This is an optimization exercise on Yosys and OpenROAD, whose aim is small area, a short achievable clock period and few clock cycles, not a production implementation.
Function was not checked in any run shown here: the RTL went through the layout flow alone.
Power figures rest on the tool's default switching activity, not on a simulated workload.

==> flow/design.v, too long to show whole: its modules and the start of the top module <==
// module conv2d_3x3_lb: 1148 lines
module conv2d_3x3_lb #(
    parameter MAX_W = 16
)(
    input         clk,
    input         reset,
    input         start,
    input  [7:0]  base_a,
    input  [7:0]  base_b,
    input  [7:0]  base_c,
    input  [4:0]  tile_w,    
    input  [4:0]  tile_h,    
    output reg    busy,
    output reg    done,
    output            a_en,
    output            a_we,          
    output reg  [7:0] a_addr,
    output      [31:0] a_di,         
    input       [31:0] a_dout,
    output            b_en,
    output            b_we,          
    output reg  [7:0] b_addr,
    output      [31:0] b_di,         
    input       [31:0] b_dout,
    output            c_en,
    output            c_we,
    output reg  [7:0] c_addr,
    output reg [31:0] c_di,
    input       [31:0] c_dout        
);
  // ...
==> flow/run.sh <==
#!/bin/bash
# synth_recipe.tcl (not shown) runs the flow's synth.tcl, then flattens the netlist and writes it again
# the make line also repeats each setting of config.mk as NAME=value (left out here)
make -C /OpenROAD-flow-scripts/flow DESIGN_CONFIG=/design/flow/config.mk WORK_HOME=/design/flow/orfs CLKGATE_MAP_FILE= SYNTH_SCRIPT=/design/flow/synth_recipe.tcl finish
==> flow/config.mk <==
export PLATFORM = sky130hd
export DESIGN_NAME = conv2d_3x3_lb
export DESIGN_NICKNAME = conv2d_3x3_lb
export VERILOG_FILES = /design/flow/design.v
export SDC_FILE = /design/flow/constraint.sdc
export NUM_CORES = 4
export LEC_CHECK = 0
export CAP_MARGIN = 20
export CORE_MARGIN = 2
export CORE_UTILIZATION = 40
export SLEW_MARGIN = 20
==> flow/constraint.sdc <==
create_clock -name core_clock -period 15.0 [get_ports {clk}]
set_input_delay 3.0000 -clock core_clock [delete_from_list [all_inputs] [get_ports {clk}]]
set_output_delay 3.0000 -clock core_clock [all_outputs]
set_load 0.01 [all_outputs]
==> impl_results.rst, run 1 <==
.. list-table::
   :header-rows: 1

   * - Metric
     - Value
   * - Worst Reg2Reg Path Length in Cells
     - 12
   * - WP buf/inv
     - 3
   * - Met1 usage in global routing
     - 27.6%
   * - Status
     - finished clean
   * - Multi-input logic cell count
     - 1341
   * - Post-layout power
     - 0.00524 W
   * - Quantity of hold-fixing buffers added after cts
     - 0
   * - Number of H-tree levels
     - 1
   * - Met2 track utilization from global routing
     - 34.1%
   * - Worst hold stages
     - 0
   * - Setup crit start
     - tile_w[0]
   * - Post-route standard cell area excluding fillers
     - 22800 um^2
   * - Placed Cells incl. Taps
     - 2697
   * - Number of clock-tree buffers in the layout
     - 39
   * - Count of input and output buffers
     - 162
   * - Pwr Density
     - 229 nW/um^2
   * - Cell with the most instances after synthesis
     - fa_1
   * - Time the worst path needs with I/O delays and setup
     - 5.43 ns
   * - Routed length on met1
     - 22400 um
   * - Placeable Area
     - 49900 um^2
   * - Die area
     - 51900 um^2
   * - First-pass GRT wire length
     - 85200 um
   * - Seq. pwr
     - 0.00101 W
   * - Register area
     - 4850 um^2
   * - Number of flip-flops and latches
     - 223
==> run 2, diff against run 1 <==
==> flow/flow/run.sh (new file) <==
#!/bin/bash
# Standard ORFS layout (the standard.sh, unchanged synthesis), with
# timing repair aimed well below the clock period, and plain buffers on the
# ports instead of delay buffers.
set -euo pipefail
bash standard.sh \
  SETUP_SLACK_MARGIN=11 \
  BUFFER_PORTS_ARGS="-buffer_cell sky130_fd_sc_hd__buf_2" \
  finish > standard.log 2>&1
==> flow/standard.sh (new file) <==
#!/bin/bash
# synth_recipe.tcl (not shown) runs the flow's synth.tcl, then flattens the netlist and writes it again
# the make line also repeats each setting of config.mk as NAME=value (left out here)
make -C /OpenROAD-flow-scripts/flow DESIGN_CONFIG=/design/flow/config.mk WORK_HOME=/design/flow/orfs CLKGATE_MAP_FILE= SYNTH_SCRIPT=/design/flow/synth_recipe.tcl "${@:-finish}"
removed: flow/run.sh
==> impl_results.rst, run 2 <==
.. list-table::
   :header-rows: 1

   * - Metric
     - Value
   * - Starting density of the core
     - 40.2%
   * - Total I/O pin count
     - 261
   * - Netlist cell types
     - 53
   * - Time the worst path needs with I/O delays and setup
     - 4.67 ns (-0.761 ns)
   * - Overflow left after global routing
     - 0
   * - Cell with the most instances after synthesis
     - fa_1
   * - Tightest slew margin relative to the limit
     - 46.6%
   * - Proportion of netlist area held by the largest area contributor
     - 27.3%
   * - Post-route clock period utilization
     - 31.1%
   * - Routed vias
     - 14600
   * - Num CTS Buffers
     - 27
   * - Fin cells
     - 2810
   * - Most common cell after layout, fill and taps aside
     - fa_1
   * - Routed vias/inst
     - 5.21
   * - NumNets Final
     - 2571
   * - Peak fanout along the critical path
     - 5
   * - Crit path launch type
     - primary input
   * - CTS tree
     - done
   * - Worst path arrival time
     - 5.01 ns
   * - Ranking of synthesized cells by instance count
     - 273 x fa_1, 256 x a22oi_1, 256 x inv_1
   * - Crit Reg-Reg Endpoint
     - acc_c[31]
   * - DRC viols
     - 0
   * - Cell area after synthesis
     - 20100 um^2
   * - Worst Reg2Reg Path Length in Cells
     - 15 (+3)
   * - Routed len/inst
     - 20.5 um
   * - Crit Path Category
     - primary input to register
   * - Status
     - finished clean
   * - Clock root buffer
     - clkbuf_16
   * - Share of cells above drive strength 1
     - 21.3%
   * - Max Fclk
     - 0.214 GHz
   * - Synth warn
     - 1
   * - Proportion of synthesized flip-flops having asynchronous set or reset
     - 0%
   * - Setup skew after layout
     - 0.0162 ns
   * - Quantity of hold-fixing buffers added after cts
     - 0 (unchanged)
   * - Beginning of the worst register-to-register path
     - A_r[0]
   * - Leak
     - 10.2 nW
   * - Number of global-route vias before repair
     - 15500
   * - Setup repair after global routing missed its margin
     - yes
   * - Count of input and output buffers
     - 162 (unchanged)
   * - Slew of the pin with the lowest slew margin
     - 0.801 ns
   * - Fraction of the yosys area taken by sequential cells
     - 24.2%
   * - End of the critical path
     - a_addr[6]
   * - Mean cell area of the mapped netlist
     - 10.1 um^2
   * - Final hold violations
     - 0
   * - Number of H-tree levels
     - 1 (unchanged)
   * - Number of flip-flops and latches in the synthesized netlist
     - 223
   * - Placeable Area
     - 49900 um^2 (unchanged)
   * - Count of antenna-violating nets left after detailed routing
     - 0
   * - Peak VDD IR
     - 148 uV
   * - Number of antenna violations at the first check in global routing
     - 7
   * - Dominant synthesized flop cell
     - dfxtp_1
   * - Cell type with the largest total area after synthesis
     - fa_1
   * - Largest net degree at the start of global routing
     - 33
   * - Number of optimization iterations in the first detailed-route pass
     - 6
   * - Clock-pin transition on the worst setup and hold timing paths
     - 0.06 ns
   * - Clock insertion delay at the later pin of the skew report
     - 0.59 ns
   * - Area overhead of the layout relative to synthesis
     - 18.3%
   * - Setup-failing EPs final
     - 0
   * - Worst setup slack for register-to-register paths
     - 10.85 ns
   * - Highest-count cells in the layout ignoring fill and taps
     - 258 x fa_1, 250 x inv_1, 244 x a22oi_1, 204 x xnor2_1, 159 x xor2_1
   * - Max Root-Sink Buffers
     - 3
   * - DRT iter0 DRCs
     - 1208
   * - EDFF count, synth
     - 38
   * - Pins Over Slew Limit
     - 0
   * - Setup crit start
     - tile_w[0]
   * - Final wirelength
     - 57600 um
   * - Req. time, crit path
     - 15.34 ns
   * - DIE HEIGHT
     - 228 um
   * - All-layer global routing usage
     - 21.2%
   * - Overall die width
     - 228 um
   * - Pwr Density
     - 228 nW/um^2 (-0.71%)
   * - Die area
     - 51900 um^2 (unchanged)
   * - Num rows
     - 82
   * - Worst min-delay path category
     - register to register
   * - Fin util
     - 47.6%
   * - Synth area leaders
     - fa_1 27%, dfxtp_1 18%, a22oi_1 9.6%
   * - First-pass GRT wire length
     - 87200 um (+2.3%)
   * - GPL Wtd Cong
     - 0.873
   * - Total negative slack for setup checks
     - 0 ns
   * - Number of sinks driven by the clock tree
     - 223
   * - Placed Cells incl. Taps
     - 2693 (-0.15%)
   * - Critical path endpoint category
     - register
   * - Detailed Place HPWL
     - 40200 um
   * - Max-cap violations
     - 0
   * - Mapped Cells
     - 1976
## run 2: repair_timing
item / CTS / global route
hold endpoints to repair: 0 / 0
gates resized for setup: 142 / 137
endpoints found under the setup margin: 104 / 84
buffers inserted: 27 / 28
pin swaps: 14 / 19
gates cloned: 3 / 6
## run 2: cell type report
| cell class | count | area (um^2) |
|---|---|---|
| well taps | 672 | 841 |
| flip-flops and latches | 223 | 5020 |
| repair buffers | 260 | 2250 |
| fillers | 4666 | 26100 |
| diodes | 3 | 7.51 |
| multi-input cells | 1341 | 13600 |
| clock inverters | 12 | 193 |
| clock buffers | 38 | 778 |
| inverters | 261 | 1030 |
## run 2: critical path: stages
cell      delay [ns]
buf_8           0.09
inv_4           0.03
ha_4            0.24
nand2_1         0.04
o21ai_1         0.11
nand2_1         0.09
buf_4           0.15
fa_2            0.35
inv_2           0.05
a21oi_1         0.06
o21bai_1        0.19
a21oi_1         0.09
nor2_1          0.09
nor2_1          0.06
xnor2_1         0.12
mux2_2          0.26
## run 2: how the worst min path moves through the flow
stage / from / endpoint / depth (start not counted)
after CTS: f1 / f2 / 0
after floorplan: f1 / f2 / 0
after detailed placement: f1 / f2 / 0
final: f1 / f2 / 0
after global placement: f1 / f2 / 0
after global routing: f1 / f2 / 0
## run 2: layer usage
| metal | share of wire, % | GRT usage (%) | routed length, um | vias up |
|---|---|---|---|---|
| met2 | 46 | 34.9 | 26300 | 698 |
| met3 | 9.4 | 4.81 | 5420 | 136 |
| li1 | - | - | - | 6521 |
| met1 | 40 | 27.8 | 23300 | 7287 |
| met4 | 4.3 | 6.76 | 2460 | 6 |
| met5 | 0.071 | 0.276 | 41 | - |
## run 2: cells by family after synthesis
| logic type | after synthesis | synth area share, % |
|---|---|---|
| buffers and inverters | 477 | 10.4 |
| xor gates and xnor gates | 368 | 16.1 |
| AOI/OAI and AO/OA | 356 | 12.6 |
| adders and majority gates | 324 | 30.4 |
| DFF | 223 | 24.2 |
| and+or+nand+nor | 218 | 5.85 |
| muxes | 9 | 0.499 |
| other | 1 | 0.0187 |
## run 2: stage by stage
stage | worst slack [ns] | power, W | hold WS (ns) | cell area (um^2)
2_1_floorplan | 9.99 | 0.00366 | 0.310 | 20500
3_3_place_gp | 9.62 | 0.00449 | 0.316 | 21200
3_5_place_dp | 9.60 | 0.00463 | 0.322 | 21200
4_1_cts | 10.30 | 0.00542 | 0.334 | 22900
5_1_grt | 10.20 | 0.00611 | 0.345 | 23700
6_report | 10.33 | 0.00540 | 0.329 | 23700
## run 2: where the power goes
group	internal [W]	leakage [nW]	switching [W]	total, W
clock	0.000433	0.468	0.000281	0.000715
sequential	0.000895	1.92	0.000143	0.00104
combinational	0.00163	7.79	0.00201	0.00365
total	0.00296	10.2	0.00244	0.00540

## what the ideal ports hide
How much do the figures lean on ideal ports? The routed layouts below were timed once more, with nothing changed but the port constraints. Step 1 assumes that a clkbuf_16 drives the clock port and a buf_2 every other input. Step 2 times the ports against the registers' clock, not the clock port: input delays grow and output delays shrink by t, the midpoint of the rising clock arrivals with the driver on. a / b / c = ideal ports / drivers / drivers and shift; a / b = the first two.
| run | t (ns) | slack for setup (ns) | cell pins on the clock port's net |
|---|---|---|---|
| run 1 | 0.626 | 9.571 / 9.591 / 8.965 | 1 |
| run 2 | 0.637 | 10.332 / 10.342 / 9.705 | 1 |
After both steps every run listed still meets setup and hold. The setup slack of run 2, which loses most, moves by +0.010 ns with the drivers and by -0.627 ns with both steps.
